What follows belongs to an exercise in optimizing a design on an open flow for small area, a short achievable clock period and few clock cycles; a production flow would make more cautious choices.
Only simulation tests tie the RTL to the original design; equivalence was not proved.
Power and IR drop assume default switching activity.

===== run.sh =====
#!/bin/bash
# synth_recipe.tcl (not shown) runs the flow's synth.tcl, then flattens the netlist and writes it again
# the make line also repeats each setting of config.mk as NAME=value (left out here)
make -C /OpenROAD-flow-scripts/flow DESIGN_CONFIG=/design/flow/config.mk WORK_HOME=/design/flow/orfs CLKGATE_MAP_FILE= SYNTH_SCRIPT=/design/flow/synth_recipe.tcl finish

===== config.mk =====
export PLATFORM = sky130hd
export DESIGN_NAME = mips_core
export DESIGN_NICKNAME = mips_core
export VERILOG_FILES = /design/flow/design.v
export SDC_FILE = /design/flow/constraint.sdc
export NUM_CORES = 4
export LEC_CHECK = 0
export ABC_CLOCK_PERIOD_IN_PS = 3000
export CAP_MARGIN = 20
export CORE_MARGIN = 2
export CORE_UTILIZATION = 30
export PLACE_DENSITY = 0.5
export SETUP_SLACK_MARGIN = 5
export SLEW_MARGIN = 20

===== constraint.sdc =====
create_clock -name core_clock -period 10.0 [get_ports {clk}]
set_input_delay 2.0000 -clock core_clock [delete_from_list [all_inputs] [get_ports {clk}]]
set_output_delay 2.0000 -clock core_clock [all_outputs]
set_load 0.01 [all_outputs]

===== design.v =====
`timescale 1ns / 1ps
module mips_core (
    input clk,                      
    input reset,                    
    output [29:0] imem_addr,
    input  [31:0] imem_rdata,
    output        dmem_re,          
    output        dmem_we,          
    output [29:0] dmem_addr,        
    output [31:0] dmem_wdata,
    output [3:0]  dmem_be,          
    input  [31:0] dmem_rdata,       
    input         dmem_stall        
);
wire stall = dmem_stall;
localparam OP_ADD  = 4'd0,
           OP_SUB  = 4'd1,
           OP_AND  = 4'd2,
           OP_OR   = 4'd3,
           OP_XOR  = 4'd4,
           OP_NOR  = 4'd5,
           OP_SLT  = 4'd6,
           OP_SLTU = 4'd7,
           OP_SLL  = 4'd8,
           OP_SRL  = 4'd9,
           OP_SRA  = 4'd10,
           OP_CLZ  = 4'd11,
           OP_CLO  = 4'd12;
localparam B_REG = 2'd0, B_SEXT = 2'd1, B_ZEXT = 2'd2, B_LUI = 2'd3;
reg  [31:0] pc;
reg  [31:0] d_ins;       
reg  [31:0] d_pc4;
reg  [31:1] d_rs_oh;     
reg  [31:1] d_rt_oh;
reg  [31:0] e_a, e_b;    
reg  [15:0] e_imm;
reg  [1:0]  e_bsel;
reg  [3:0]  e_op;
reg         e_shvar;
reg         e_ovf, e_movn, e_movz;
reg         e_we, e_load, e_store;
reg  [2:0]  e_mtype;
reg  [4:0]  e_rd;
reg         e_fa, e_fb;
reg  [31:0] m_res;       
reg  [31:0] m_sd;
reg  [3:0]  m_be;
reg  [4:0]  m_rd;
reg         m_we, m_load, m_store;
reg  [2:0]  m_ltype;
wire [1:0] ma = m_res[1:0];
reg  [31:0] ld;
reg  [3:0]  lbe;         
reg  [7:0]  lbyte;
reg  [15:0] lhalf;
always @(*) begin
    case (ma)
    2'd0: lbyte = dmem_rdata[7:0];
    2'd1: lbyte = dmem_rdata[15:8];
    2'd2: lbyte = dmem_rdata[23:16];
    default: lbyte = dmem_rdata[31:24];
    endcase
    lhalf = ma[1] ? dmem_rdata[31:16] : dmem_rdata[15:0];
    lbe = 4'b1111;
    case (m_ltype)
    3'd0: ld = {{24{lbyte[7]}}, lbyte};
    3'd1: ld = {24'd0, lbyte};
    3'd2: ld = {{16{lhalf[15]}}, lhalf};
    3'd3: ld = {16'd0, lhalf};
    3'd4: ld = dmem_rdata;
    3'd5: begin    
        ld = dmem_rdata << {ma, 3'b000};
        lbe = 4'b1111 << ma;
    end
    default: begin    
        ld = dmem_rdata >> {~ma, 3'b000};
        lbe = 4'b1111 >> ~ma;
    end
    endcase
end
wire [3:0]  wbe = m_load ? lbe : 4'b1111;
wire [31:0] wd  = m_load ? ld : m_res;
wire        wen = m_we;
reg  [31:1] rv;
wire [32*32-1:0] rflat;
assign rflat[31:0] = 32'd0;
genvar gi;
generate
for (gi = 1; gi < 32; gi = gi + 1) begin : R
    reg [31:0] r;
    wire sel = wen & (m_rd == gi);
    wire keep = rv[gi];
    always @(posedge clk) begin
        if (sel & (wbe[0] | ~keep)) r[7:0]   <= wbe[0] ? wd[7:0]   : 8'd0;
        if (sel & (wbe[1] | ~keep)) r[15:8]  <= wbe[1] ? wd[15:8]  : 8'd0;
        if (sel & (wbe[2] | ~keep)) r[23:16] <= wbe[2] ? wd[23:16] : 8'd0;
        if (sel & (wbe[3] | ~keep)) r[31:24] <= wbe[3] ? wd[31:24] : 8'd0;
    end
    assign rflat[gi*32 +: 32] = r;
end
endgenerate
always @(posedge clk) begin
    if (reset) rv <= 31'd0;
    else if (wen) rv[m_rd] <= 1'b1;
end
function [31:0] rdport;
    input [31:1] a;      
    input [32*32-1:0] rf;
    input [31:1] v;
    integer k;
    begin
        rdport = 32'd0;
        for (k = 1; k < 32; k = k + 1)
            rdport = rdport | ({32{a[k] & v[k]}} & rf[k*32 +: 32]);
    end
endfunction
wire [31:0] pc4 = pc + 32'd4;
wire [31:0] pc8 = pc + 32'd8;
wire [5:0]  fop = imem_rdata[31:26];
wire f_j  = (fop == 6'h02) | (fop == 6'h03);
wire f_br = (fop == 6'h01) | (fop == 6'h04) | (fop == 6'h05) | (fop == 6'h06) |
            (fop == 6'h07) | (fop == 6'h14);
wire [31:0] f_jt = {pc[31:28], imem_rdata[25:0], 2'b00};
wire [31:1] f_rs_oh, f_rt_oh;
generate
for (gi = 1; gi < 32; gi = gi + 1) begin : DEC
    assign f_rs_oh[gi] = (imem_rdata[25:21] == gi);
    assign f_rt_oh[gi] = (imem_rdata[20:16] == gi);
end
endgenerate
wire [5:0] op = d_ins[31:26];
wire [5:0] fn = d_ins[5:0];
wire [4:0] rs = d_ins[25:21];
wire [4:0] rt = d_ins[20:16];
wire [4:0] rdf = d_ins[15:11];
reg        i_we;         
reg  [1:0] i_dst;        
reg        i_use_rs, i_use_rt;
reg  [3:0] i_op;
reg  [1:0] i_bsel;
reg        i_shvar;
reg        i_ovf, i_movn, i_movz;
reg        i_load, i_store;
reg  [2:0] i_mtype;
reg        i_zero;       
reg        i_jal;
reg        i_br;         
reg  [2:0] i_cond;       
reg        i_jr;
always @(*) begin
    i_we = 1'b0; i_dst = 2'd1; i_use_rs = 1'b0; i_use_rt = 1'b0;
    i_op = OP_ADD; i_bsel = B_REG; i_shvar = 1'b0;
    i_ovf = 1'b0; i_movn = 1'b0; i_movz = 1'b0;
    i_load = 1'b0; i_store = 1'b0; i_mtype = 3'd0;
    i_zero = 1'b0; i_jal = 1'b0; i_br = 1'b0; i_cond = 3'd0; i_jr = 1'b0;
    if (op == 6'h00) begin
        if (fn[5:4] == 2'b10) begin
            i_we = 1'b1; i_use_rs = 1'b1; i_use_rt = 1'b1;
            case (fn[3:0])
            4'h0: begin i_op = OP_ADD; i_ovf = 1'b1; end
            4'h1: i_op = OP_ADD;
            4'h2: begin i_op = OP_SUB; i_ovf = 1'b1; end
            4'h3: i_op = OP_SUB;
            4'h4: i_op = OP_AND;
            4'h5: i_op = OP_OR;
            4'h6: i_op = OP_XOR;
            4'h7: i_op = OP_NOR;
            4'ha: i_op = OP_SLT;
            default: i_op = OP_SLTU;
            endcase
        end
        else if (fn[5:3] == 3'b000) begin
            i_we = (d_ins != 32'd0);
            i_use_rt = 1'b1;
            i_shvar = fn[2] | (fn[0] & ~fn[1]);
            i_use_rs = i_shvar;
            i_op = (fn[1:0] == 2'b00) ? OP_SLL : (fn[1:0] == 2'b11) ? OP_SRA : OP_SRL;
        end
        else if (fn[5:3] == 3'b001) begin
            case (fn[2:0])
            3'b000: begin i_jr = 1'b1; i_use_rs = 1'b1; end
            3'b011: begin i_we = 1'b1; i_movn = 1'b1; i_use_rt = 1'b1; end
            3'b010: begin i_we = 1'b1; i_movz = 1'b1; i_use_rt = 1'b1; end
            default: ;
            endcase
        end
        else if (fn[5:3] == 3'b010) begin
            i_we = ~fn[0]; i_zero = 1'b1;
        end
    end
    else if (op == 6'h01) begin
        i_br = 1'b1; i_use_rs = 1'b1;
        i_cond = d_ins[16] ? 3'd2 : 3'd3;
    end
    else if (op == 6'h1c) begin
        i_we = 1'b1;
        if (fn[5]) begin
            i_use_rs = 1'b1;
            i_op = fn[0] ? OP_CLO : OP_CLZ;
        end
        else i_zero = 1'b1;    
    end
    else if (op[5:3] == 3'b100) begin
        i_we = 1'b1; i_dst = 2'd0; i_use_rs = 1'b1; i_load = 1'b1; i_bsel = B_SEXT;
        case (op[2:0])
        3'b100: i_mtype = 3'd1;
        3'b001: i_mtype = 3'd2;
        3'b101: i_mtype = 3'd3;
        3'b011: i_mtype = 3'd4;
        3'b010: i_mtype = 3'd5;
        3'b110: i_mtype = 3'd6;
        default: i_mtype = 3'd0;
        endcase
    end
    else if (op[5:3] == 3'b101) begin
        i_use_rs = 1'b1; i_use_rt = 1'b1; i_store = 1'b1; i_bsel = B_SEXT;
        case (op[2:0])
        3'b001: i_mtype = 3'd1;
        3'b011: i_mtype = 3'd2;
        3'b010: i_mtype = 3'd3;
        3'b110: i_mtype = 3'd4;
        default: i_mtype = 3'd0;
        endcase
    end
    else if (op[5:3] == 3'b001) begin
        i_we = 1'b1; i_dst = 2'd0; i_use_rs = 1'b1;
        case (op[2:0])
        3'b000: begin i_op = OP_ADD;  i_bsel = B_SEXT; i_ovf = 1'b1; end
        3'b001: begin i_op = OP_ADD;  i_bsel = B_SEXT; end
        3'b010: begin i_op = OP_SLT;  i_bsel = B_SEXT; end
        3'b011: begin i_op = OP_SLTU; i_bsel = B_SEXT; end
        3'b100: begin i_op = OP_AND;  i_bsel = B_ZEXT; end
        3'b101: begin i_op = OP_OR;   i_bsel = B_ZEXT; end
        3'b110: begin i_op = OP_XOR;  i_bsel = B_ZEXT; end
        default: begin i_op = OP_ADD; i_bsel = B_LUI; end    
        endcase
    end
    else if (op == 6'h04 || op == 6'h14) begin
        i_br = 1'b1; i_use_rs = 1'b1; i_use_rt = 1'b1; i_cond = 3'd0;
    end
    else if (op == 6'h05) begin
        i_br = 1'b1; i_use_rs = 1'b1; i_use_rt = 1'b1; i_cond = 3'd1;
    end
    else if (op == 6'h07) begin
        i_br = 1'b1; i_use_rs = 1'b1; i_cond = 3'd4;
    end
    else if (op == 6'h06) begin
        i_br = 1'b1; i_use_rs = 1'b1; i_cond = 3'd5;
    end
    else if (op == 6'h03) begin
        i_we = 1'b1; i_dst = 2'd2; i_jal = 1'b1; i_bsel = B_ZEXT;
    end
end
wire [4:0] i_rd = (i_dst == 2'd0) ? rt : (i_dst == 2'd1) ? rdf : 5'd31;
wire       i_wr = i_we & (i_rd != 5'd0);
wire [31:0] g_rs = rdport(d_rs_oh, rflat, rv);
wire [31:0] g_rt = rdport(d_rt_oh, rflat, rv);
function [31:0] merge;
    input [31:0] old;
    input [31:0] nw;
    input [3:0]  be;
    begin
        merge[7:0]   = be[0] ? nw[7:0]   : old[7:0];
        merge[15:8]  = be[1] ? nw[15:8]  : old[15:8];
        merge[23:16] = be[2] ? nw[23:16] : old[23:16];
        merge[31:24] = be[3] ? nw[31:24] : old[31:24];
    end
endfunction
wire [31:0] v_rs = (m_we & (m_rd == rs)) ? merge(g_rs, wd, wbe) : g_rs;
wire [31:0] v_rt = (m_we & (m_rd == rt)) ? merge(g_rt, wd, wbe) : g_rt;
wire [31:0] b_rs = (m_we & ~m_load & (m_rd == rs)) ? m_res : g_rs;
wire [31:0] b_rt = (m_we & ~m_load & (m_rd == rt)) ? m_res : g_rt;
wire rs_eq_rt = (b_rs == b_rt);
wire rs_zero  = (b_rs == 32'd0);
wire rs_neg   = b_rs[31];
reg  br_taken;
always @(*) begin
    case (i_cond)
    3'd0: br_taken = rs_eq_rt;
    3'd1: br_taken = ~rs_eq_rt;
    3'd2: br_taken = ~rs_neg;
    3'd3: br_taken = rs_neg;
    3'd4: br_taken = ~rs_neg & ~rs_zero;
    default: br_taken = rs_neg | rs_zero;
    endcase
end
wire [31:0] br_target = d_pc4 + {{14{d_ins[15]}}, d_ins[15:0], 2'b00};
wire ex_rs = e_we & (e_rd == rs);
wire ex_rt = e_we & (e_rd == rt);
wire mem_ld_rs = m_we & m_load & (m_rd == rs);
wire mem_ld_rt = m_we & m_load & (m_rd == rt);
wire hz_load = e_load & ((i_use_rs & ex_rs) | (i_use_rt & ex_rt));
wire hz_br   = (i_br | i_jr) & ((i_use_rs & (ex_rs | mem_ld_rs)) | (i_use_rt & (ex_rt | mem_ld_rt)));
wire hz = hz_load | hz_br;
wire redirect = ~hz & (i_jr | (i_br & br_taken));
wire [31:0] target = i_jr ? b_rs : br_target;
wire fa = e_we & ~e_load & (e_rd == rs) & i_use_rs & ~i_jal & ~i_zero;
wire fb = e_we & ~e_load & (e_rd == rt) & i_use_rt & ~i_zero;
wire [31:0] xa = (e_fa & m_we) ? m_res : e_a;
wire [31:0] xr = (e_fb & m_we) ? m_res : e_b;    
reg  [31:0] xb;
always @(*) begin
    case (e_bsel)
    B_REG:  xb = xr;
    B_SEXT: xb = {{16{e_imm[15]}}, e_imm};
    B_ZEXT: xb = {16'd0, e_imm};
    default: xb = {e_imm, 16'd0};
    endcase
end
wire        x_sub = (e_op == OP_SUB) | (e_op == OP_SLT) | (e_op == OP_SLTU);
wire [31:0] xb2 = x_sub ? ~xb : xb;
wire [32:0] xsum = {1'b0, xa} + {1'b0, xb2} + {32'd0, x_sub};
wire        x_of = (xa[31] == xb2[31]) & (xa[31] != xsum[31]);
wire        x_lt = (e_op == OP_SLTU) ? ~xsum[32] : (xsum[31] ^ x_of);
wire [4:0]  x_sh = e_shvar ? xa[4:0] : e_imm[10:6];
function [31:0] rev32;
    input [31:0] v;
    integer i;
    begin
        for (i = 0; i < 32; i = i + 1) rev32[i] = v[31 - i];
    end
endfunction
wire        x_left = (e_op == OP_SLL);
wire        x_fill = (e_op == OP_SRA) & xr[31];
wire [31:0] x_s0 = x_left ? rev32(xr) : xr;
wire [31:0] x_s1 = x_sh[0] ? {x_fill, x_s0[31:1]} : x_s0;
wire [31:0] x_s2 = x_sh[1] ? {{2{x_fill}}, x_s1[31:2]} : x_s1;
wire [31:0] x_s3 = x_sh[2] ? {{4{x_fill}}, x_s2[31:4]} : x_s2;
wire [31:0] x_s4 = x_sh[3] ? {{8{x_fill}}, x_s3[31:8]} : x_s3;
wire [31:0] x_s5 = x_sh[4] ? {{16{x_fill}}, x_s4[31:16]} : x_s4;
wire [31:0] x_shout = x_left ? rev32(x_s5) : x_s5;
wire [31:0] x_clzin = (e_op == OP_CLO) ? ~xa : xa;
reg  [5:0]  x_clz;
integer ci;
always @(*) begin
    x_clz = 6'd32;
    for (ci = 0; ci < 32; ci = ci + 1)
        if (x_clzin[ci]) x_clz = 6'd31 - ci[5:0];
end
reg [31:0] x_res;
always @(*) begin
    case (e_op)
    OP_AND:  x_res = xa & xb;
    OP_OR:   x_res = xa | xb;
    OP_XOR:  x_res = xa ^ xb;
    OP_NOR:  x_res = ~(xa | xb);
    OP_SLT, OP_SLTU: x_res = {31'd0, x_lt};
    OP_SLL, OP_SRL, OP_SRA: x_res = x_shout;
    OP_CLZ, OP_CLO: x_res = {26'd0, x_clz};
    default: x_res = xsum[31:0];
    endcase
end
wire x_rz = (xr == 32'd0);
wire x_we = e_we & ~(e_ovf & x_of) & ~(e_movn & x_rz) & ~(e_movz & ~x_rz);
wire [1:0] xa2 = xsum[1:0];
reg [31:0] x_sd;
reg [3:0]  x_be;    
always @(*) begin
    case (e_mtype)
    3'd0: begin x_sd = xr << {xa2, 3'b000};        x_be = 4'b0001 << xa2; end       
    3'd1: begin x_sd = xr << {xa2[1], 4'b0000};    x_be = xa2[1] ? 4'b1100 : 4'b0011; end   
    3'd2: begin x_sd = xr;                         x_be = 4'b1111; end              
    3'd3: begin x_sd = xr >> {xa2, 3'b000};        x_be = 4'b1111 << xa2; end       
    default: begin x_sd = xr << {~xa2, 3'b000};    x_be = 4'b1111 >> ~xa2; end      
    endcase
end
always @(posedge clk) begin
    if (reset) pc <= 32'hf0000000;
    else if (~stall) begin
        if (redirect) pc <= target;
        else if (~hz) pc <= f_j ? f_jt : f_br ? pc8 : pc4;
    end
end
always @(posedge clk) begin
    if (reset) begin
        d_ins <= 32'd0; d_rs_oh <= 31'd0; d_rt_oh <= 31'd0;
    end
    else if (~stall) begin
        if (redirect) begin
            d_ins <= 32'd0; d_rs_oh <= 31'd0; d_rt_oh <= 31'd0;
        end
        else if (~hz) begin
            d_ins <= imem_rdata; d_rs_oh <= f_rs_oh; d_rt_oh <= f_rt_oh;
        end
    end
end
always @(posedge clk) begin
    if (~stall & ~hz) d_pc4 <= pc4;
end
always @(posedge clk) begin
    if (reset) begin
        e_we <= 1'b0; e_load <= 1'b0; e_store <= 1'b0;
        e_fa <= 1'b0; e_fb <= 1'b0;
    end
    else if (~stall) begin
        e_we    <= i_wr & ~hz;
        e_load  <= i_load & ~hz;
        e_store <= i_store & ~hz;
        e_fa    <= fa;
        e_fb    <= fb;
    end
end
always @(posedge clk) begin
    if (~stall) begin
        e_a     <= i_jal ? d_pc4 : (i_zero | i_movn | i_movz) ? 32'd0 : v_rs;
        e_b     <= i_zero ? 32'd0 : v_rt;
        e_imm   <= i_jal ? 16'd4 : d_ins[15:0];
        e_bsel  <= i_bsel;
        e_op    <= i_op;
        e_shvar <= i_shvar;
        e_ovf   <= i_ovf;
        e_movn  <= i_movn;
        e_movz  <= i_movz;
        e_mtype <= i_mtype;
        e_rd    <= i_rd;
    end
end
always @(posedge clk) begin
    if (reset) begin
        m_we <= 1'b0; m_load <= 1'b0; m_store <= 1'b0;
    end
    else if (~stall) begin
        m_we    <= x_we;
        m_load  <= e_load;
        m_store <= e_store;
    end
end
always @(posedge clk) begin
    if (~stall) begin
        m_res   <= x_res;
        m_sd    <= x_sd;
        m_be    <= x_be;
        m_rd    <= e_rd;
        m_ltype <= e_mtype;
    end
end
assign imem_addr  = pc[31:2];
assign dmem_re    = m_load;
assign dmem_we    = m_store;
assign dmem_addr  = m_res[31:2];
assign dmem_wdata = m_sd;
assign dmem_be    = m_be;
endmodule

==> results.yml, run 1 <==
finish:
  final_nets: 8312
  drive_gt1_frac: 0.1399
  area_growth_pct: 18.30
synth:
  yosysSeqAreaShare: 0.5049
  synth_nets: 8367
  synth_cell_types: 92
  synth_ff_type: "edfxtp_1"
  synth_top_family_by_area: "simple AND/OR/NAND/NOR gates"
  yosysTopAreaCellShare: 0.4615
  yosys_warnings: 1
  synth.area.top_cells: "edfxtp_1, nand3_1, dfxtp_1"
  synth_area_per_cell_um2: 9.559
  synthCells: 8155
  synth_mux_area_frac: 0.03537
  yosys.area.top_type: "edfxtp_1"
  synth-seq-cells: 1367
  synth_fa_ha_area_frac: 0.02347
  async_flop_share: 0
  synth_compound_area_frac: 0.1084
  synth_area_um2: 77960
  synth_simple_gate_area_frac: 0.2548
  synth_edf_count: 1198
  synth-xor-area-share: 0.02189
setup_path:
  cp_num_buf_inv: 3
  path_class: "reg2reg"
  path_cells: "buf_4 > nand3_1 > nand4_1 > nor4_2 > buf_4 > a31oi_2 > xnor2_2 > nand4_1 > nor4_4 > nand4_1 > a31o_4 > nor2_4 > buf_4 > a22oi_1 > a31o_2"
  cp_max_fo: 14
  crit_path_max_incr_delay_ns: 0.88
  crit_required_ns: 10.77
  crit_arrival_ns: 5.96
  critPathTopFamily: "simple AND/OR/NAND/NOR gates"
  endpoint_kind: "flop"
  timing.critical_path.from_type: "flop"
  slowest_stage: "dfxtp_2"
sta:
  hold_viol: 0
  max_freq_ghz: 0.1928
  fin_tns_setup_ns: 0
  rsz0062_at_grt: "false"
  skew_ns: 0.08430
  period_needed_ns: 5.187
  slew_headroom: 0.1076
  post-route-period-util: 0.5187
  setup_viol: 0
  drv_slew: 0
  worstMarginPinSlew_ns: 1.339
floorplan:
  die_h_um: 513.8
  die-width_um: 513.8
  num_rows: 187
  io_pins: 165
  dieArea_um2: 263900
  core_um2: 259000
  start_util: 0.3010
run:
  cap_violations: 0
pwr:
  p_per_area_nw_per_um2: 170.1
  total_power_mw: 15.68
  power.leakage_nw: 31.63
  peakVddDrop_mv: 0.2111
global_route:
  antenna_found_initial: 45
  globalRoute.totalOverflow: 0
  grtUsageTotal: 0.3694
  grt_pass1_vias: 74063
  grt_start_max_net_pins: 130
  grt_pass1_wl_um: 665300
run_status:
  status: "no timing/DRC/antenna violations"
detailed_routing:
  totalWireLength_um: 509800
  wl_per_cell_um: 43.63
  firstDrtPassIters: 11
  vias: 81398
  ant_nets: 0
  drc: 0
  via_per_inst: 6.967
  drt_iter0_drc: 16092
min_path:
  hold_path_class: "reg2reg"
cts:
  clock-sinks: 1367
  clk_pin_slew_ns: 0.06
  cts_max_path_buffers: 3
  tritoncts: "done"
  ctsRootBufferMaster: "clkbuf_16"
  cts_buffers: 165
  insertion_delay_ns: 0.91
  htreeDepth: 4
  ctsHoldBuffers: 0
placement:
  port_buffers: 164
  dp_hpwl_um: 338300
  place_congestion: 1.057
flip-flops by register name, summed over array words and instances (netlist names), 16 cells and up, named ones only:
name,count
R.r,992
d_ins,32
d_pc4,32
e_a,32
e_b,32
m_res,32
m_sd,32
pc,32
d_rs_oh,31
d_rt_oh,31
rv,31
e_imm,16
cells in the mapped netlist (62+ instances only):
cell,instances
a21oi_1,388
inv_1,136
buf_4,67
a31oi_1,100
clkbuf_1,591
nand3_1,2059
nor4_1,216
xnor2_1,124
nand2_1,476
ha_1,143
nor3_1,62
a22oi_1,77
xor2_1,69
nor2_1,379
dfxtp_1,169
a221oi_1,66
o21ai_0,252
nand4_1,491
buf_2,68
edfxtp_1,1198
buf_1,92
mux2i_1,235
layer usage:
layer	GRT usage	vias to the layer above	wire [um]
met2	0.5244	7978	204500
met1	0.4357	39865	178400
li1	-	31160	-
met5	0.01406	-	855
met4	0.2654	36	48200
met3	0.1706	2359	77930
stage by stage:
| stage | setup WS, ns | instance area, um2 | util | std cells | hold WS [ns] |
|---|---|---|---|---|---|
| after global placement | 3.216 | 84370 | 0.3257 | 11265 | 0.4146 |
| after floorplan | 4.870 | 77980 | - | 8155 | 0.4081 |
| after CTS | 4.904 | 91210 | 0.3522 | 11598 | 0.4249 |
| final | 4.813 | 92220 | 0.3560 | 11684 | 0.4123 |
| after global routing | 4.961 | 92140 | 0.3557 | 11653 | 0.4302 |
| after detailed placement | 3.172 | 84580 | 0.3266 | 11267 | 0.4249 |
where the power goes:
| group | switching [mW] | leakage [nW] | internal [mW] |
|---|---|---|---|
| sequential | 0.290 | 12.5 | 6.56 |
| combinational | 1.87 | 16.6 | 0.825 |
| clock | 2.81 | 2.55 | 3.33 |
| total | 4.96 | 31.6 | 10.7 |
worst register-to-register path, delay by kind of cell (launching register included):
kind	cells	cell delay (ns)
xor+xnor	1	0.20
simple gates	7	1.78
flops	1	0.88
buf+inv	3	1.02
compound gates	4	1.17
cell families (layout without fill, tap and decap cells):
group	after synthesis	in the layout
AOI/OAI and AO/OA	1299	1300
xor gates and xnor gates	194	194
adders and majority gates	145	145
buffers and inverters	961	1045
DFF	1367	1367
muxes	269	269
other	0	41
and+or+nand+nor	3920	3921
cell type report:
class	count	area, um2
clock buffer	201	4285
tap	3402	4257
multi-input combinational	5829	36950
timing repair buffer	600	5441
inverter	137	518.0
fill	25924	166800
antenna	41	102.6
sequential	1367	39580
clock inverter	107	1084
final timing paths:
kind / from / depth (start not counted) / endpoint / slack, ns
worst min-delay path: pc[0] / 0 / d_pc4[0] / 0.41
worst max register to register: d_rt_oh[12] / 15 / flop / 4.81
worst max-delay path: d_rt_oh[12] / 15 / flop / 4.81
worst min register to register: pc[0] / 0 / d_pc4[0] / 0.41
placed cells by master (no fill, tap or decap), types with 35 or more instances in the layout:
cell	synthesis	layout
o211ai_1	38	38
nor4_4	1	57
nor2b_1	38	36
dfxtp_1	169	71
diode_2	0	41
clkinv_1	1	36
xor2_1	69	68
ha_1	143	143
a21oi_2	1	73
mux2i_1	235	220
nor4_1	216	121
nand2_1	476	473
a31oi_1	100	69
a22oi_1	77	77
dfxtp_4	0	39
a221oi_1	66	66
o21ai_0	252	243
nor2_1	379	368
nand3_1	2059	2059
a21oi_1	388	297
nor3_1	62	56
buf_4	67	372
a211oi_1	47	46
dfxtp_2	0	59
nor4_2	6	45
edfxtp_1	1198	1198
clkdlybuf4s50_1	0	163
clkbuf_1	591	35
nand4_1	491	491
xnor2_1	124	116
inv_1	136	132
and2_1	47	47
and3_1	43	43
clkbuf_16	0	166
repair_timing:
item	4_1_cts	5_1_grt
buffers inserted	21	45
gates cloned	2	0
endpoints found under the setup margin	215	158
pin swaps	13	25
hold endpoints to repair	0	0
resized for setup	153	60
Testbench counts, summed over its fixed seeds: cycles 76,420.
==> run 2: changes to the inputs <==
--- a/design.v
+++ b/design.v
@@ -30,6 +30,7 @@
 reg  [31:0] pc;
 reg  [31:0] d_ins;       
 reg  [31:0] d_pc4;
+reg         d_pt;        
 reg  [31:1] d_rs_oh;     
 reg  [31:1] d_rt_oh;
 reg  [31:0] e_a, e_b;    
@@ -121,6 +122,8 @@
 wire f_br = (fop == 6'h01) | (fop == 6'h04) | (fop == 6'h05) | (fop == 6'h06) |
             (fop == 6'h07) | (fop == 6'h14);
 wire [31:0] f_jt = {pc[31:28], imem_rdata[25:0], 2'b00};
+wire f_pt = f_br & ((fop == 6'h05) | (fop == 6'h07) | ((fop == 6'h01) & imem_rdata[16]) | imem_rdata[15]);
+wire [31:0] f_bt = pc4 + {{14{imem_rdata[15]}}, imem_rdata[15:0], 2'b00};
 wire [31:1] f_rs_oh, f_rt_oh;
 generate
 for (gi = 1; gi < 32; gi = gi + 1) begin : DEC
@@ -292,8 +295,8 @@
 wire hz_load = e_load & ((i_use_rs & ex_rs) | (i_use_rt & ex_rt));
 wire hz_br   = (i_br | i_jr) & ((i_use_rs & (ex_rs | mem_ld_rs)) | (i_use_rt & (ex_rt | mem_ld_rt)));
 wire hz = hz_load | hz_br;
-wire redirect = ~hz & (i_jr | (i_br & br_taken));
-wire [31:0] target = i_jr ? b_rs : br_target;
+wire redirect = ~hz & (i_jr | (i_br & (br_taken != d_pt)));
+wire [31:0] target = i_jr ? b_rs : d_pt ? d_pc4 + 32'd4 : br_target;
 wire fa = e_we & ~e_load & (e_rd == rs) & i_use_rs & ~i_jal & ~i_zero;
 wire fb = e_we & ~e_load & (e_rd == rt) & i_use_rt & ~i_zero;
 wire [31:0] xa = (e_fa & m_we) ? m_res : e_a;
@@ -368,7 +371,7 @@
     if (reset) pc <= 32'hf0000000;
     else if (~stall) begin
         if (redirect) pc <= target;
-        else if (~hz) pc <= f_j ? f_jt : f_br ? pc8 : pc4;
+        else if (~hz) pc <= f_j ? f_jt : f_pt ? f_bt : f_br ? pc8 : pc4;
     end
 end
 always @(posedge clk) begin
@@ -388,6 +391,13 @@
     if (~stall & ~hz) d_pc4 <= pc4;
 end
 always @(posedge clk) begin
+    if (reset) d_pt <= 1'b0;
+    else if (~stall) begin
+        if (redirect) d_pt <= 1'b0;
+        else if (~hz) d_pt <= f_pt;
+    end
+end
+always @(posedge clk) begin
     if (reset) begin
         e_we <= 1'b0; e_load <= 1'b0; e_store <= 1'b0;
         e_fa <= 1'b0; e_fb <= 1'b0;
==> results.yml, run 2 <==
synth:
  synth_area_um2: 76660
  netlist_top_cells_count: "edfxtp_1, a22oi_1, nand2_1"
  synth_cell_types: 90
  synth_area_per_cell_um2: 10.38
  async_flop_share: 0
  yosys.area.top_type: "edfxtp_1"
  yosysTopAreaCellShare: 0.4693
  synthCells: 7387
  yosysSeqAreaShare: 0.5137
  yosysMostFrequentCell: "edfxtp_1"
  yosys_warnings: 1
  synth_ff_type: "edfxtp_1"
  synth.area.top_cells: "edfxtp_1, a22oi_1, dfxtp_1"
  synth_nets: 7630
  synth_edf_count: 1198
  synth-seq-cells: 1368
sta:
  drv_slew: 0
  period_needed_ns: 5.416
  slew_headroom: 0.08762
  worstMarginPinSlew_ns: 1.369
  rsz0062_at_grt: "true"
  setup_viol: 0
  post-route-period-util: 0.5416
  hold_viol: 0
  fin_tns_setup_ns: 0
  skew_ns: 0.1300
  max_freq_ghz: 0.1846
pwr:
  p_int_mw: 10.94
  p_per_area_nw_per_um2: 162.7
  peakVddDrop_mv: 0.2028
  power.leakage_nw: 35.41
  p_seq_frac: 0.425
  clockPowerShare: 0.379
  power.switching_mw: 4.915
  total_power_mw: 15.86
  power_frac_comb: 0.196
  p_sw_frac: 0.3099
global_route:
  grt_pass1_wl_um: 656700
  grtUsageTotal: 0.3736
  grt_start_max_net_pins: 91
  grt_pass1_vias: 72218
  globalRoute.totalOverflow: 0
  antenna_found_initial: 75
cts:
  cts_buffers: 155
  insertion_delay_ns: 0.91
  tritoncts: "done"
  clk_pin_slew_ns: 0.06
  htreeDepth: 4
  ctsRootBufferMaster: "clkbuf_16"
  cts_max_path_buffers: 3
  ctsHoldBuffers: 0
  clock-sinks: 1368
detailed_routing:
  firstDrtPassIters: 17
  drt_iter0_drc: 16966
  via_per_inst: 6.999
  wl_per_cell_um: 43.88
  totalWireLength_um: 500500
  drc: 0
  ant_nets: 0
  vias: 79828
run_status:
  status: "no timing/DRC/antenna violations"
setup_path:
  crit_required_ns: 10.81
  crit_start: "d_rs_oh[8]"
  rr_startpoint: "d_rs_oh[8]"
  r2r-end: "d_rt_oh[13]"
  worstRegToRegCells: 20
  endpoint_kind: "flop"
  crit_arrival_ns: 6.23
  timing.critical_path.from_type: "flop"
  path_class: "reg2reg"
  r2r_slack_ns: 4.58
  cp_max_fo: 13
finish:
  largest_reg_flops: 992
  final_common_cell: "edfxtp_1"
  fin_area_um2: 97460
  fillCellCount: 24634
  final_cell_mix: "edfxtp_1, a22oi_1, nand2_1, buf_4, nor2_1"
  drive_gt1_frac: 0.2147
  top_register: "R.r"
  area_growth_pct: 27.13
  final_nets: 8078
min_path:
  hold_start: "pc[1]"
  min_to: "d_pc4[1]"
  min_path_cells: 0
  hold_path_class: "reg2reg"
placement:
  port_buffers: 164
  place_congestion: 1.116
  place_area_um2: 83290
  dp_hpwl_um: 318800
floorplan:
  num_rows: 185
  dieArea_um2: 259600
  die-width_um: 509.5
  die_h_um: 509.5
  core_um2: 254200
  io_pins: 165
  start_util: 0.3016
run:
  cap_violations: 0
## run 2: worst max-delay path, stage by stage, from the launching register on
cell and delay [ns]:
dfxtp_1 0.29, buf_4 0.21, and2_4 0.32, buf_6 0.25
a22oi_1 0.21, nand4_1 0.12, or4_4 0.68, o22ai_2 0.14
nor2_1 0.06, o21ai_1 0.18, nand4_1 0.16, a2111o_1 0.36
nor4_4 0.50, mux2_4 0.38, a31o_4 0.27, or2_4 0.32
nor2_8 0.11, buf_12 0.16, buf_8 0.15, nand4b_1 0.20
o21ai_1 0.19
## run 2: how the worst max path moves through the flow
stage | end | slack (ns)
floorplan | d_rt_oh[29] | 4.50
global placement | d_rs_oh[12] | 2.68
detailed placement | d_rs_oh[14] | 2.73
CTS | d_rt_oh[13] | 4.91
global route | pc[24] | 4.59
finish | d_rt_oh[13] | 4.58
## run 2: layer usage
layer / wire (um) / GRT usage / vias to the layer above
li1: - / - / 29901
met1: 169300 / 0.4187 / 38737
met2: 197500 / 0.5175 / 8274
met3: 78190 / 0.2093 / 2839
met4: 53070 / 0.2866 / 77
met5: 2436 / 0.05208 / -
## run 2: logic make-up after synthesis
kind of cell | Yosys count | synth area share
AOI/OAI and AO/OA | 2274 | 0.2049
xor gates and xnor gates | 212 | 0.02422
adders and majority gates | 176 | 0.02902
buffers and inverters | 748 | 0.03938
DFF | 1368 | 0.5137
muxes | 240 | 0.03321
and+or+nand+nor | 2369 | 0.1555
## run 2: layout make-up
class	instances	area, um2	share of cell area
Antenna cell	76	190.2	0.001951
Clock buffer	195	4193	0.04302
Clock inverter	91	1047	0.01075
Inverter	124	470.5	0.004827
Multi-Input combinational cell	5283	37950	0.3893
Sequential cell	1368	39520	0.4055
Tap cell	3366	4212	0.04321
Timing Repair Buffer	903	9883	0.1014
## run 2: through the flow
step	hold slack (ns)	instances	utilization	setup WS, ns
final	0.4510	11406	0.3835	4.584
after global routing	0.4568	11353	0.3829	4.594
after CTS	0.4388	11268	0.3761	4.914
after detailed placement	0.4497	10618	0.3277	2.728
after global placement	0.4513	10617	0.3274	2.679
after floorplan	0.4081	7387	-	4.501
## run 2: power groups by stage
stage	Combinational [mW]	Sequential [mW]	Clock [mW]
floorplan	1.59	6.78	0
global placement	2.61	6.87	0
detailed placement	2.63	6.87	0
CTS	2.85	6.74	5.97
global route	3.25	6.75	6.19
finish	3.11	6.74	6.01
## run 2: timing repair
action,4_1_cts,5_1_grt
pin swaps,200,81
gates cloned,35,7
gates resized for setup,829,189
setup buffers,329,53
setup endpoints to repair,187,170
Testbench counts of run 2, summed over its fixed seeds: cycles 74,029.
==> run 3: changes to the inputs <==
--- a/design.v
+++ b/design.v
@@ -31,6 +31,7 @@
 reg  [31:0] d_ins;       
 reg  [31:0] d_pc4;
 reg         d_pt;        
+reg         d_v;         
 reg  [31:1] d_rs_oh;     
 reg  [31:1] d_rt_oh;
 reg  [31:0] e_a, e_b;    
@@ -292,10 +293,10 @@
 wire ex_rt = e_we & (e_rd == rt);
 wire mem_ld_rs = m_we & m_load & (m_rd == rs);
 wire mem_ld_rt = m_we & m_load & (m_rd == rt);
-wire hz_load = e_load & ((i_use_rs & ex_rs) | (i_use_rt & ex_rt));
-wire hz_br   = (i_br | i_jr) & ((i_use_rs & (ex_rs | mem_ld_rs)) | (i_use_rt & (ex_rt | mem_ld_rt)));
+wire hz_load = d_v & e_load & ((i_use_rs & ex_rs) | (i_use_rt & ex_rt));
+wire hz_br   = d_v & (i_br | i_jr) & ((i_use_rs & (ex_rs | mem_ld_rs)) | (i_use_rt & (ex_rt | mem_ld_rt)));
 wire hz = hz_load | hz_br;
-wire redirect = ~hz & (i_jr | (i_br & (br_taken != d_pt)));
+wire redirect = d_v & ~hz & (i_jr | (i_br & (br_taken != d_pt)));
 wire [31:0] target = i_jr ? b_rs : d_pt ? d_pc4 + 32'd4 : br_target;
 wire fa = e_we & ~e_load & (e_rd == rs) & i_use_rs & ~i_jal & ~i_zero;
 wire fb = e_we & ~e_load & (e_rd == rt) & i_use_rt & ~i_zero;
@@ -375,27 +376,19 @@
     end
 end
 always @(posedge clk) begin
-    if (reset) begin
-        d_ins <= 32'd0; d_rs_oh <= 31'd0; d_rt_oh <= 31'd0;
-    end
+    if (reset) d_v <= 1'b0;
     else if (~stall) begin
-        if (redirect) begin
-            d_ins <= 32'd0; d_rs_oh <= 31'd0; d_rt_oh <= 31'd0;
-        end
-        else if (~hz) begin
-            d_ins <= imem_rdata; d_rs_oh <= f_rs_oh; d_rt_oh <= f_rt_oh;
-        end
+        if (redirect) d_v <= 1'b0;
+        else if (~hz) d_v <= 1'b1;
     end
 end
 always @(posedge clk) begin
-    if (~stall & ~hz) d_pc4 <= pc4;
+    if (~stall & ~hz) begin
+        d_ins <= imem_rdata; d_rs_oh <= f_rs_oh; d_rt_oh <= f_rt_oh; d_pt <= f_pt;
+    end
 end
 always @(posedge clk) begin
-    if (reset) d_pt <= 1'b0;
-    else if (~stall) begin
-        if (redirect) d_pt <= 1'b0;
-        else if (~hz) d_pt <= f_pt;
-    end
+    if (~stall & ~hz) d_pc4 <= pc4;
 end
 always @(posedge clk) begin
     if (reset) begin
@@ -403,9 +396,9 @@
         e_fa <= 1'b0; e_fb <= 1'b0;
     end
     else if (~stall) begin
-        e_we    <= i_wr & ~hz;
-        e_load  <= i_load & ~hz;
-        e_store <= i_store & ~hz;
+        e_we    <= d_v & i_wr & ~hz;
+        e_load  <= d_v & i_load & ~hz;
+        e_store <= d_v & i_store & ~hz;
         e_fa    <= fa;
         e_fb    <= fb;
     end
==> results.yml, run 3 <==
placement:
  place_congestion: 1.104
  dp_hpwl_um: 357500
  place_area_um2: 84720
  port_buffers: 164
  place_inst: 10751
synth:
  synth_edf_count: 1293
  yosysMostFrequentCell: "edfxtp_1"
  synthCells: 7420
  synth-seq-cells: 1369
  yosys_warnings: 1
  yosysSeqAreaShare: 0.5216
  synth.area.top_cells: "edfxtp_1, a22oi_1, nand3_1"
  synth_nets: 7662
  synth_area_um2: 77350
  async_flop_share: 0
  yosysTopAreaCellShare: 0.5019
  synth_area_per_cell_um2: 10.43
  synth_ff_type: "edfxtp_1"
  netlist_top_cells_count: "edfxtp_1, nand3_1, clkbuf_1"
  yosys.area.top_type: "edfxtp_1"
  synth_cell_types: 91
sta:
  setup_viol: 0
  max_freq_ghz: 0.1761
  rsz0062_at_grt: "true"
  hold_viol: 0
  post-route-period-util: 0.5679
  drv_slew: 0
  fin_tns_setup_ns: 0
  worstMarginPinSlew_ns: 1.360
  slew_headroom: 0.09017
  skew_ns: 0.1143
  period_needed_ns: 5.679
cts:
  tritoncts: "done"
  htreeDepth: 4
  insertion_delay_ns: 0.91
  cts_buffers: 164
  ctsRootBufferMaster: "clkbuf_16"
  clock-sinks: 1369
  ctsHoldBuffers: 0
  cts_max_path_buffers: 3
  clk_pin_slew_ns: 0.06
finish:
  multiInputGateArea_um2: 36760
  area.sequential_um2: 40400
  fin_area_um2: 94990
  largest_reg_flops: 992
  final_cell_mix: "edfxtp_1, nand3_1, nand2_1, a22oi_1, buf_4"
  final_nets: 7988
  fillCellCount: 25205
  final_common_cell: "edfxtp_1"
  drive_gt1_frac: 0.1752
  area_growth_pct: 22.80
  top_register: "R.r"
  fin_util: 0.3701
  stdcell_count: 11350
setup_path:
  endpoint_kind: "flop"
  crit_path_max_incr_delay_ns: 0.98
  timing.critical_path.from_type: "flop"
  crit_arrival_ns: 6.39
  slowest_stage: "a222oi_1"
  rr_startpoint: "d_rt_oh[23]"
  path_cells: "buf_4 > and2_2 > a222oi_1 > nor4bb_4 > a31oi_1 > xnor2_1 > nand4_1 > or4_4 > nor3_2 > nand4_1 > buf_6 > buf_6 > nor4_4 > nor3b_4 > buf_6 > buf_4 > a211o_4 > buf_4 > nand2_1 > a31oi_1"
  r2r_slack_ns: 4.32
  cp_max_fo: 13
  crit_required_ns: 10.71
  r2r-end: "pc[21]"
  path_class: "reg2reg"
  worstRegToRegCells: 20
floorplan:
  start_util: 0.3013
  dieArea_um2: 261900
  num_rows: 186
  io_pins: 165
  core_um2: 256700
  die-width_um: 511.8
  die_h_um: 511.8
global_route:
  antenna_found_initial: 80
  grt_pass1_vias: 70937
  grt_pass1_wl_um: 674700
  grtUsageTotal: 0.3823
  globalRoute.totalOverflow: 0
  grt_start_max_net_pins: 118
detailed_routing:
  via_per_inst: 6.892
  firstDrtPassIters: 14
  totalWireLength_um: 521300
  drc: 0
  vias: 78228
  ant_nets: 0
  drt_iter0_drc: 15403
  wl_per_cell_um: 45.93
min_path:
  min_to: "d_pc4[0]"
  hold_path_class: "reg2reg"
  hold_start: "pc[0]"
  min_path_cells: 0
pwr:
  p_per_area_nw_per_um2: 162.5
  power.leakage_nw: 34.60
  peakVddDrop_mv: 0.2054
run:
  cap_violations: 0
run_status:
  status: "no timing/DRC/antenna violations"
## run 3: final cells by class
class / instances / share of cell area
repair buffers: 771 / 0.07736
well taps: 3384 / 0.04457
flip-flops and latches: 1369 / 0.4253
clock inverters: 103 / 0.01253
clock buffers: 199 / 0.04547
repair inverters: 1 / 0.00005269
inverters: 139 / 0.005572
multi-input cells: 5300 / 0.3870
diodes: 84 / 0.002213
## run 3: critical path, delay by kind of cell (launching register included)
kind	cells	cell delay [ns]
DFF	1	0.36
and+or+nand+nor	9	2.35
AOI/OAI and AO/OA	4	1.56
buffers and inverters	6	1.03
xor gates and xnor gates	1	0.18
## run 3: kinds of logic after synthesis
logic type | after synthesis | synth area share
compound gates | 2000 | 0.1777
fa+ha+maj | 175 | 0.02860
buf+inv | 757 | 0.03919
flops | 1369 | 0.5216
xor+xnor | 208 | 0.02374
mux | 252 | 0.03405
simple gates | 2659 | 0.1751
## run 3: through the flow
stage	power [mW]	hold WS [ns]	setup slack [ns]
3_3_place_gp	8.971	0.4502	2.918
4_1_cts	15.26	0.4898	4.703
3_5_place_dp	8.981	0.4559	3.017
6_report	15.44	0.4920	4.321
2_1_floorplan	7.913	0.4081	4.914
5_1_grt	15.73	0.5007	4.476
## run 3: layer usage
| layer | vias to the layer above | part of all wire | GRT usage |
|---|---|---|---|
| met3 | 2354 | 0.14 | 0.1600 |
| met2 | 7618 | 0.41 | 0.5415 |
| li1 | 29791 | - | - |
| met1 | 38439 | 0.35 | 0.4489 |
| met5 | - | 0.0015 | 0.01735 |
| met4 | 26 | 0.10 | 0.3107 |
## run 3: power breakdown
part	switching [mW]	leakage (nW)	internal, mW
clock network	2.76	2.65	3.56
registers	0.150	12.5	6.53
logic	1.69	19.4	0.749
## run 3: worst max-delay path by stage
stage | cells after the start | end | start
detailed placement | 16 | pc[1] | d_rt_oh[10]
floorplan | 16 | pc[30] | imem_rdata[0]
global route | 20 | pc[23] | d_rs_oh[24]
global placement | 15 | pc[1] | d_rs_oh[26]
CTS | 20 | pc[3] | rv[12]
finish | 20 | pc[21] | d_rt_oh[23]
## run 3: what timing repair did
action,CTS,global route
endpoints found under the setup margin,172,98
buffers inserted,122,78
endpoints found under the hold margin,0,0
gates cloned,10,2
pin swaps,68,69
gates resized for setup,499,128
Testbench counts of run 3, summed over its fixed seeds: cycles 74,029.
==> run 4: changes to the inputs <==
--- a/design.v
+++ b/design.v
@@ -30,7 +30,6 @@
 reg  [31:0] pc;
 reg  [31:0] d_ins;       
 reg  [31:0] d_pc4;
-reg         d_pt;        
 reg         d_v;         
 reg  [31:1] d_rs_oh;     
 reg  [31:1] d_rt_oh;
@@ -123,8 +122,6 @@
 wire f_br = (fop == 6'h01) | (fop == 6'h04) | (fop == 6'h05) | (fop == 6'h06) |
             (fop == 6'h07) | (fop == 6'h14);
 wire [31:0] f_jt = {pc[31:28], imem_rdata[25:0], 2'b00};
-wire f_pt = f_br & ((fop == 6'h05) | (fop == 6'h07) | ((fop == 6'h01) & imem_rdata[16]) | imem_rdata[15]);
-wire [31:0] f_bt = pc4 + {{14{imem_rdata[15]}}, imem_rdata[15:0], 2'b00};
 wire [31:1] f_rs_oh, f_rt_oh;
 generate
 for (gi = 1; gi < 32; gi = gi + 1) begin : DEC
@@ -296,8 +293,8 @@
 wire hz_load = d_v & e_load & ((i_use_rs & ex_rs) | (i_use_rt & ex_rt));
 wire hz_br   = d_v & (i_br | i_jr) & ((i_use_rs & (ex_rs | mem_ld_rs)) | (i_use_rt & (ex_rt | mem_ld_rt)));
 wire hz = hz_load | hz_br;
-wire redirect = d_v & ~hz & (i_jr | (i_br & (br_taken != d_pt)));
-wire [31:0] target = i_jr ? b_rs : d_pt ? d_pc4 + 32'd4 : br_target;
+wire redirect = d_v & ~hz & (i_jr | (i_br & br_taken));
+wire [31:0] target = i_jr ? b_rs : br_target;
 wire fa = e_we & ~e_load & (e_rd == rs) & i_use_rs & ~i_jal & ~i_zero;
 wire fb = e_we & ~e_load & (e_rd == rt) & i_use_rt & ~i_zero;
 wire [31:0] xa = (e_fa & m_we) ? m_res : e_a;
@@ -372,7 +369,7 @@
     if (reset) pc <= 32'hf0000000;
     else if (~stall) begin
         if (redirect) pc <= target;
-        else if (~hz) pc <= f_j ? f_jt : f_pt ? f_bt : f_br ? pc8 : pc4;
+        else if (~hz) pc <= f_j ? f_jt : f_br ? pc8 : pc4;
     end
 end
 always @(posedge clk) begin
@@ -384,7 +381,7 @@
 end
 always @(posedge clk) begin
     if (~stall & ~hz) begin
-        d_ins <= imem_rdata; d_rs_oh <= f_rs_oh; d_rt_oh <= f_rt_oh; d_pt <= f_pt;
+        d_ins <= imem_rdata; d_rs_oh <= f_rs_oh; d_rt_oh <= f_rt_oh;
     end
 end
 always @(posedge clk) begin
==> results.yml, run 4 <==
run_status:
  status: "no timing/DRC/antenna violations"
cts:
  clk_pin_slew_ns: 0.06
  cts_max_path_buffers: 3
  tritoncts: "done"
  clock-sinks: 1368
  htreeDepth: 4
  ctsHoldBuffers: 0
  insertion_delay_ns: 0.89
  ctsRootBufferMaster: "clkbuf_16"
  cts_buffers: 161
floorplan:
  io_pins: 165
  dieArea_um2: 263600
  num_rows: 187
  core_um2: 258800
  die_h_um: 513.5
  die-width_um: 513.5
  start_util: 0.3009
pwr:
  p_per_area_nw_per_um2: 164.6
  power.leakage_nw: 31.81
  peakVddDrop_mv: 0.1817
sta:
  setup_viol: 0
  rsz0062_at_grt: "false"
  fin_tns_setup_ns: 0
  worstMarginPinSlew_ns: 1.362
  slew_headroom: 0.09188
  period_needed_ns: 5.133
  max_freq_ghz: 0.1948
  layout_setup_ws_ns: 4.867
  hold_viol: 0
  post-route-period-util: 0.5133
  skew_ns: 0.09079
  drv_slew: 0
synth:
  synth.area.top_cells: "edfxtp_1, nand3_1, nand4_1"
  synthCells: 7949
  yosysTopAreaCellShare: 0.4982
  synth_edf_count: 1292
  netlist_top_cells_count: "nand3_1, edfxtp_1, clkbuf_1"
  synth_cell_types: 95
  synth_ff_type: "edfxtp_1"
  synth_area_per_cell_um2: 9.796
  yosysMostFrequentCell: "nand3_1"
  async_flop_share: 0
  synth_area_um2: 77870
  synth-seq-cells: 1368
  yosys_warnings: 1
  synth_nets: 8161
  yosys.area.top_type: "edfxtp_1"
  yosysSeqAreaShare: 0.5178
detailed_routing:
  firstDrtPassIters: 13
  ant_nets: 0
  drc: 0
  via_per_inst: 6.868
  wl_per_cell_um: 42.23
  drt_iter0_drc: 15288
  vias: 79388
  totalWireLength_um: 488200
min_path:
  hold_path_class: "reg2reg"
finish:
  fillCellCount: 25902
  fin_area_um2: 92420
  top_register: "R.r"
  final_nets: 8200
  final_common_cell: "nand3_1"
  multiInputGateArea_um2: 36210
  drive_gt1_frac: 0.1414
  area_growth_pct: 18.69
  area.sequential_um2: 40440
  largest_reg_flops: 992
  final_cell_mix: "nand3_1, edfxtp_1, nand4_1, buf_4, nand2_1"
placement:
  preCtsSetupSlack_ns: 3.416
  place_area_um2: 85010
  place_congestion: 1.024
  dp_hpwl_um: 320400
  port_buffers: 164
setup_path:
  timing.critical_path.from_type: "flop"
  crit_required_ns: 10.70
  path_class: "reg2reg"
  crit_arrival_ns: 5.84
  endpoint_kind: "flop"
  cp_max_fo: 26
global_route:
  antenna_found_initial: 45
  use_met1: 0.4158
  grt_pass1_wl_um: 641600
  grtUsageMet2: 0.4936
  globalRoute.totalOverflow: 0
  grt_start_max_net_pins: 127
  met3_usage: 0.1712
  globalRoute.busiestLayer: "met2"
  grt_pass1_vias: 72906
  grtUsageTotal: 0.3552
run:
  cap_violations: 0
[run 4: cell count changes after synthesis, moves of 50 or more]
cell,change
nor2_1,-54
and3_1,-348
nand2_1,-85
nor4_1,+153
nand3_1,+1447
a22oi_1,-467
clkbuf_1,+68
a21oi_1,-88
nor3_1,-50
a2111oi_0,-120
nand4_1,+280
[run 4: final timing paths]
path | slack [ns] | depth (start not counted) | startpoint | end
max | 4.87 | 15 | d_rs_oh[9] | pc[30]
min | 0.45 | 0 | pc[0] | d_pc4[0]
max reg2reg | 4.87 | 15 | d_rs_oh[9] | pc[30]
min reg2reg | 0.45 | 0 | pc[0] | d_pc4[0]
[run 4: cells by family after synthesis]
family	share of synthesized area
and+or+nand+nor	0.2535
DFF	0.5178
AOI/OAI and AO/OA	0.1033
buffers and inverters	0.04673
muxes	0.03323
xor gates and xnor gates	0.02201
adders and majority gates	0.02349
[run 4: layout make-up]
type,count,share of cell area
well taps,3402,0.04606
diodes,36,0.0009747
repair inverters,1,0.00008123
flip-flops and latches,1368,0.4375
multi-input cells,5701,0.3918
inverters,121,0.005077
repair buffers,634,0.06064
clock inverters,96,0.01178
clock buffers,200,0.04607
[run 4: per-layer routing]
layer	wire, um	vias up
met1	169700	38741
met5	706	-
met3	75610	2379
met2	194100	7509
li1	-	30723
met4	48020	36
[run 4: per-stage QoR]
step | total power [mW] | util | hold WS (ns) | instances
6_report | 15.22 | 0.3572 | 0.4485 | 11559
5_1_grt | 15.46 | 0.3569 | 0.4627 | 11532
4_1_cts | 15.05 | 0.3531 | 0.4450 | 11482
3_5_place_dp | 9.035 | 0.3285 | 0.4325 | 11165
3_3_place_gp | 9.029 | 0.3278 | 0.4317 | 11163
2_1_floorplan | 7.901 | - | 0.4086 | 7949
[run 4: repair_timing]
item / 4_1_cts / 5_1_grt
resized for setup: 144 / 81
setup buffers: 20 / 38
pin swaps: 7 / 29
endpoints found under the setup margin: 84 / 112
gates cloned: 1 / 3
hold endpoints to repair: 0 / 0
[run 4: critical path, cell delays in order, from the launching register on]
cell and delay (ns):
edfxtp_1 0.71, buf_4 0.80, nand3_1 0.17, nand4_1 0.23, nor4_2 0.05, buf_4 0.20
a31o_2 0.35, xnor2_1 0.19, nor4_2 0.42, nand4_1 0.14, buf_4 0.21, a2bb2oi_1 0.16
o21ai_2 0.26, nand3_1 0.28, o2bb2ai_4 0.35, a2111o_1 0.40
[run 4: report_power, final]
| group | leakage [nW] | total (mW) | internal, mW | switching, mW |
|---|---|---|---|---|
| Clock | 2.58 | 6.11 | 3.38 | 2.73 |
| Sequential | 12.5 | 6.69 | 6.52 | 0.169 |
| Combinational | 16.7 | 2.42 | 0.644 | 1.77 |
Testbench counts of run 4, summed over its fixed seeds: cycles 76,420.
==> run 5: changes to the inputs <==
--- a/config.mk
+++ b/config.mk
@@ -5,6 +5,7 @@
 export SDC_FILE = /design/flow/constraint.sdc
 export NUM_CORES = 4
 export LEC_CHECK = 0
+export ABC_AREA = 1
 export ABC_CLOCK_PERIOD_IN_PS = 3000
 export CAP_MARGIN = 20
 export CORE_MARGIN = 2
==> results.yml, run 5 <==
run_status:
  status: "no timing/DRC/antenna violations"
cts:
  tritoncts: "done"
  clk_pin_slew_ns: 0.06
  cts_max_path_buffers: 3
  cts_buffers: 164
  ctsRootBufferMaster: "clkbuf_16"
  insertion_delay_ns: 0.91
  clock-sinks: 1368
  htreeDepth: 4
detailed_routing:
  vias: 76589
  totalWireLength_um: 473300
  drc: 0
  drt_iter0_drc: 15263
  firstDrtPassIters: 9
  ant_nets: 0
  wl_per_cell_um: 37.71
  via_per_inst: 6.102
pwr:
  p_int_mw: 10.69
  p_per_area_nw_per_um2: 167.1
  p_sw_frac: 0.2885
  power.switching_mw: 4.336
  clockPowerShare: 0.428
  power.leakage_nw: 35.70
  p_seq_frac: 0.448
  peakVddDrop_mv: 0.1994
  power_frac_comb: 0.124
finish:
  largest_reg_flops: 992
  final_nets: 9208
  drive_gt1_frac: 0.08910
  final_common_cell: "nand2_1"
  stdcell_count: 12551
  area_growth_pct: 17.66
  fin_area_um2: 89960
  top_register: "R.r"
  fillCellCount: 26130
  final_cell_mix: "nand2_1, edfxtp_1, inv_1, o21ai_0, nor2_1"
sta:
  setup_viol: 0
  hold_viol: 0
  slew_headroom: 0.09998
  fin_tns_setup_ns: 0
  period_needed_ns: 5.099
  post-route-period-util: 0.5099
  drv_slew: 0
  worstMarginPinSlew_ns: 1.336
  skew_ns: 0.07167
  max_freq_ghz: 0.1961
  rsz0062_at_grt: "true"
synth:
  yosysTopAreaCellShare: 0.5074
  synth_nets: 9006
  synth_edf_count: 1292
  synth_cell_types: 63
  yosys_warnings: 1
  synth-seq-cells: 1368
  synth_area_per_cell_um2: 8.695
  yosysMostFrequentCell: "nand2_1"
  yosys.area.top_type: "edfxtp_1"
  async_flop_share: 0
  synth.area.top_cells: "edfxtp_1, nand2_1, inv_1"
  yosysSeqAreaShare: 0.5273
  netlist_top_cells_count: "nand2_1, edfxtp_1, inv_1"
  synth_ff_type: "edfxtp_1"
  synthCells: 8794
  synth_area_um2: 76460
setup_path:
  crit_arrival_ns: 5.89
  cp_max_fo: 11
  path_class: "reg2reg"
  endpoint_kind: "flop"
  timing.critical_path.from_type: "flop"
  crit_required_ns: 10.79
run:
  cap_violations: 0
placement:
  dp_hpwl_um: 328500
  port_buffers: 164
  place_area_um2: 82570
  place_inst: 12156
  place_congestion: 1.073
global_route:
  grt_pass1_wl_um: 619600
  grt_pass1_vias: 68921
  antenna_found_initial: 46
  globalRoute.totalOverflow: 0
  grtUsageTotal: 0.3540
  grt_start_max_net_pins: 92
floorplan:
  die-width_um: 508.9
  start_util: 0.3014
  dieArea_um2: 258900
  io_pins: 165
  core_um2: 253700
  num_rows: 185
  die_h_um: 508.9
min_path:
  hold_path_class: "reg2reg"
[run 5: cell types whose count changed after synthesis, moves of 56 or more]
cell	change
mux2i_1	-204
clkbuf_1	-298
nand2_1	+1658
o2111ai_1	+56
nand4_1	-276
inv_1	+1149
o22ai_1	+307
buf_1	-65
o21ai_1	+68
o21ai_0	+669
nor2_1	+193
nor4_1	-133
nand3_1	-1788
a21oi_1	-127
[run 5: cell families (layout without fill, tap and decap cells)]
logic type / after synthesis / in the layout / share of synthesized area
other: 0 / 49 / 0
XOR/XNOR: 180 / 180 / 0.02062
buffers and inverters: 1744 / 2084 / 0.09007
flip-flops: 1368 / 1368 / 0.5273
AND/OR/NAND/NOR: 3332 / 3334 / 0.1807
multiplexers: 14 / 14 / 0.001833
adder cells (fa/ha/maj): 145 / 145 / 0.02392
AO/OA/AOI/OAI: 2011 / 2011 / 0.1556
[run 5: timing repair]
action,CTS,global route
gates cloned,0,2
hold endpoints to repair,0,0
setup buffers,14,22
hold buffers,0,0
setup endpoints to repair,125,121
pin swaps,13,10
gates resized for setup,176,141
[run 5: power by group through the flow]
stage                     registers, mW  clock network (mW)  logic, mW
final                              6.73                6.44       1.86
after global routing               6.73                6.65       1.99
after CTS                          6.73                6.43       1.79
after detailed placement           6.85                   0       1.78
after global placement             6.85                   0       1.78
after floorplan                    6.75                   0       1.03
[run 5: area by class of cell]
| type | instances | area, um2 | area share |
|---|---|---|---|
| flip-flops and latches | 1368 | 40320 | 0.4482 |
| multi-input cells | 5684 | 30340 | 0.3372 |
| inverters | 1326 | 5071 | 0.05637 |
| clock buffers | 202 | 4410 | 0.04903 |
| repair buffers | 452 | 4227 | 0.04698 |
| well taps | 3366 | 4212 | 0.04681 |
| clock inverters | 104 | 1259 | 0.01399 |
| diodes | 49 | 122.6 | 0.001363 |
[run 5: through the flow]
stage / utilization / setup slack, ns / hold WS, ns / total power, mW
after CTS: 0.3512 / 5.004 / 0.4563 / 14.95
after detailed placement: 0.3255 / 3.883 / 0.4356 / 8.622
after global routing: 0.3542 / 4.890 / 0.4754 / 15.37
final: 0.3546 / 4.901 / 0.4555 / 15.03
after floorplan: - / 5.012 / 0.4086 / 7.780
after global placement: 0.3253 / 3.787 / 0.4262 / 8.624
[run 5: path summary, 6_finish.rpt]
check                            startpoint        to  slack, ns  cells after the start
worst max-delay path            d_rt_oh[30]     pc[2]       4.90                     26
worst min-delay path                  pc[1]  d_pc4[1]       0.46                      0
worst max register to register  d_rt_oh[30]     pc[2]       4.90                     26
worst min register to register        pc[1]  d_pc4[1]       0.46                      0
[run 5: per-layer routing]
layer	global-route usage	routed length [um]	up-vias	part of all wire
met5	0	151	-	0.00032
met4	0.2158	35180	10	0.074
met3	0.1153	64860	1532	0.14
met2	0.4902	188200	6759	0.40
met1	0.4746	184900	37530	0.39
li1	-	-	30758	-
[run 5: worst max-delay path: stages (launching register included)]
cell      delay [ns]
edfxtp_1        0.38
nand2_1         0.11
buf_4           0.37
inv_2           0.31
buf_4           0.38
a211oi_1        0.53
nand4_1         0.17
nor2_2          0.46
a31oi_1         0.18
xor2_1          0.20
nand3_1         0.09
nor2_1          0.09
nand2_1         0.10
nor2_1          0.14
nand2_1         0.13
nand2_1         0.09
nand2_1         0.06
nand2_1         0.06
nand2_1         0.08
nand2_4         0.16
nand2_8         0.15
buf_4           0.25
nand2_1         0.06
nand3b_1        0.10
nand2_1         0.08
nand2_1         0.06
nor2_1          0.10
==> run 6: changes to the inputs <==
==> config.mk (replaced) <==
export PLATFORM = sky130hd
export DESIGN_NAME = mips_core
export DESIGN_NICKNAME = mips_core
export VERILOG_FILES = /design/flow/design.v
export SDC_FILE = /design/flow/constraint.sdc
export NUM_CORES = 4
export LEC_CHECK = 0
export ABC_CLOCK_PERIOD_IN_PS = 3000
export CAP_MARGIN = 20
export CORE_MARGIN = 2
export CORE_UTILIZATION = 40
export PLACE_DENSITY = 0.6
export SETUP_SLACK_MARGIN = 5
export SLEW_MARGIN = 20
==> results.yml, run 6 <==
sta:
  post-route-period-util: 0.5173
  period_needed_ns: 5.173
  slew_headroom: 0.05877
  hold_viol: 0
  rsz0062_at_grt: "false"
  max_freq_ghz: 0.1933
  skew_ns: 0.07986
  setup_viol: 0
  worstMarginPinSlew_ns: 1.412
  fin_tns_setup_ns: 0
  drv_slew: 0
synth:
  synth_edf_count: 1292
  synth.area.top_cells: "edfxtp_1, nand3_1, nand4_1"
  synth_area_per_cell_um2: 9.796
  yosys_warnings: 1
  yosys.area.top_type: "edfxtp_1"
  synthCells: 7949
  yosysMostFrequentCell: "nand3_1"
  synth_ff_type: "edfxtp_1"
  netlist_top_cells_count: "nand3_1, edfxtp_1, clkbuf_1"
  yosysTopAreaCellShare: 0.4982
  yosysSeqAreaShare: 0.5178
  synth_cell_types: 95
  synth_area_um2: 77870
  synth_nets: 8161
  async_flop_share: 0
  synth-seq-cells: 1368
pwr:
  p_sw_frac: 0.3046
  p_seq_frac: 0.439
  p_per_area_nw_per_um2: 166.7
  power_frac_comb: 0.158
  power.switching_mw: 4.643
  clockPowerShare: 0.403
  power.leakage_nw: 31.77
  peakVddDrop_mv: 0.1884
  p_int_mw: 10.60
  total_power_mw: 15.24
floorplan:
  num_rows: 161
  die-width_um: 445.2
  core_um2: 193000
  start_util: 0.4035
  die_h_um: 445.2
  io_pins: 165
  dieArea_um2: 198200
run:
  cap_violations: 0
setup_path:
  cp_max_fo: 28
  timing.critical_path.from_type: "flop"
  endpoint_kind: "flop"
  crit_required_ns: 10.71
  path_class: "reg2reg"
  crit_arrival_ns: 5.89
detailed_routing:
  drc: 0
  wl_per_cell_um: 45.00
  via_per_inst: 7.600
  vias: 81171
  drt_iter0_drc: 16445
  totalWireLength_um: 480600
  ant_nets: 0
  firstDrtPassIters: 11
global_route:
  grt_pass1_vias: 73078
  antenna_found_initial: 35
  grtUsageTotal: 0.4640
  grt_start_max_net_pins: 89
  globalRoute.totalOverflow: 0
  grt_pass1_wl_um: 629100
cts:
  htreeDepth: 4
  clock-sinks: 1368
  clk_pin_slew_ns: 0.06
  cts_buffers: 155
  cts_max_path_buffers: 3
  insertion_delay_ns: 0.89
  ctsRootBufferMaster: "clkbuf_16"
  tritoncts: "done"
finish:
  final_nets: 8193
  largest_reg_flops: 992
  area_growth_pct: 17.39
  drive_gt1_frac: 0.1451
  final_common_cell: "nand3_1"
  top_register: "R.r"
  final_cell_mix: "nand3_1, edfxtp_1, nand4_1, buf_4, nand2_1"
min_path:
  hold_path_class: "reg2reg"
placement:
  port_buffers: 164
  place_congestion: 1.119
  dp_hpwl_um: 312900
run_status:
  status: "no timing/DRC/antenna violations"
run 6: timing repair:
| action | CTS | global route |
|---|---|---|
| gates resized for setup | 136 | 104 |
| hold buffers | 0 | 0 |
| setup endpoints to repair | 118 | 59 |
| setup buffers | 30 | 33 |
| pin swaps | 8 | 31 |
| cloned | 0 | 2 |
| hold endpoints to repair | 0 | 0 |
run 6: cells by family (layout without fill, tap and decap cells):
| group | count (synthesis) | count (layout) | synth area share |
|---|---|---|---|
| simple gates | 3881 | 3881 | 0.2535 |
| fa+ha+maj | 145 | 145 | 0.02349 |
| buf+inv | 881 | 1045 | 0.04673 |
| flops | 1368 | 1368 | 0.5178 |
| mux | 249 | 249 | 0.03323 |
| compound gates | 1231 | 1231 | 0.1033 |
| other cells | 0 | 41 | 0 |
| xor+xnor | 194 | 194 | 0.02201 |
run 6: power groups by stage:
stage          logic [mW]  clock network, mW  registers [mW]
5_1_grt              2.42               6.30            6.68
3_3_place_gp         2.18                  0            6.82
2_1_floorplan        1.18                  0            6.72
3_5_place_dp         2.18                  0            6.82
6_report             2.41               6.14            6.68
4_1_cts              2.23               6.08            6.68
run 6: final timing paths:
path	slack, ns	start	cells past startpoint	end
hold reg to reg	0.47	e_store	2	e_store
setup reg to reg	4.83	d_rt_oh[22]	17	pc[17]
hold / removal	0.47	e_store	2	e_store
setup / recovery	4.83	d_rt_oh[22]	17	pc[17]
run 6: routing by layer:
layer  wire length, um  vias up  global-route usage
li1                  -    30721                   -
met1            157800    38820              0.5306
met2            185800     8623              0.6290
met3             81710     2951              0.2484
met4             53500       56              0.3834
met5              1703        -             0.04811
run 6: stage by stage:
| stage | cells | worst slack (ns) | utilization | hold WS (ns) | instance area, um2 |
|---|---|---|---|---|---|
| floorplan | 7949 | 4.885 | - | 0.4086 | 77900 |
| global placement | 10283 | 2.909 | 0.4340 | 0.4575 | 83760 |
| detailed placement | 10285 | 2.892 | 0.4345 | 0.4567 | 83850 |
| CTS | 10604 | 4.988 | 0.4676 | 0.4649 | 90230 |
| global route | 10643 | 4.959 | 0.4732 | 0.4764 | 91320 |
| finish | 10680 | 4.827 | 0.4737 | 0.4661 | 91410 |
run 6: cell type report:
cell class / instances / area (um2)
diodes: 41 / 102.6
clock buffers: 176 / 3978
clock inverters: 113 / 1331
fillers: 17909 / 101600
inverters: 121 / 462.9
multi-input cells: 5700 / 36340
flip-flops and latches: 1368 / 40430
well taps: 2526 / 3161
repair buffers: 635 / 5605
run 6: critical path: stages (launching register included):
cell and delay (ns):
edfxtp_1 0.36, buf_4 0.28, buf_4 0.43, nand3_1 0.21, nand4_1 0.17, nor4_4 0.77
a31oi_2 0.30, xor2_1 0.24, nor4_1 0.25, nand4_1 0.11, buf_4 0.19, buf_4 0.13
a2111oi_2 0.42, o21a_2 0.26, o31ai_4 0.11, buf_8 0.20, a211o_1 0.24, a32o_1 0.24

-- port drivers added, routing unchanged --
How much do the figures lean on ideal ports? The routed layouts below were timed once more, with nothing changed but the port constraints. Step 1 (the two cells are an assumption about what drives the block):
set clk [get_ports {clk}]
set_driving_cell -lib_cell sky130_fd_sc_hd__clkbuf_16 $clk
set_driving_cell -lib_cell sky130_fd_sc_hd__buf_2 [delete_from_list [all_inputs] $clk]
Step 2 adds t to the input delays and takes it off the output delays; t is the mean of the earliest and latest rising clock arrival at the registers after step 1. Input paths then give back, and output paths get back, about the clock's delay inside the block. a / b / c = ideal ports / drivers / drivers and shift; a / b = the first two.
run | t (ns) | setup slack, ns | hold WS [ns] | worst setup path after step 2 | worst data-port slew with drivers (ns)
run 1 | 0.987 | 4.813 / 4.813 / 4.011 | 0.412 / 0.412 / 0.412 | input to register | 0.16
run 2 | 0.948 | 4.584 / 4.584 / 4.061 | 0.451 / 0.451 / 0.451 | input to register | 0.14
run 3 | 0.946 | 4.321 / 4.321 / 3.864 | 0.492 / 0.492 / 0.492 | input to register | 0.12
run 4 | 0.940 | 4.867 / 4.867 / 4.125 | 0.449 / 0.449 / 0.449 | input to register | 0.15
run 5 | 0.988 | 4.901 / 4.901 / 4.170 | 0.455 / 0.455 / 0.455 | input to register | 0.06
run 6 | 0.947 | 4.827 / 4.827 / 4.189 | 0.466 / 0.466 / 0.466 | input to register | 0.13
After both steps setup and hold are still met in every run listed. The setup slack of run 1, which loses most, moves by 0.000 ns with the drivers and by -0.802 ns with both steps.
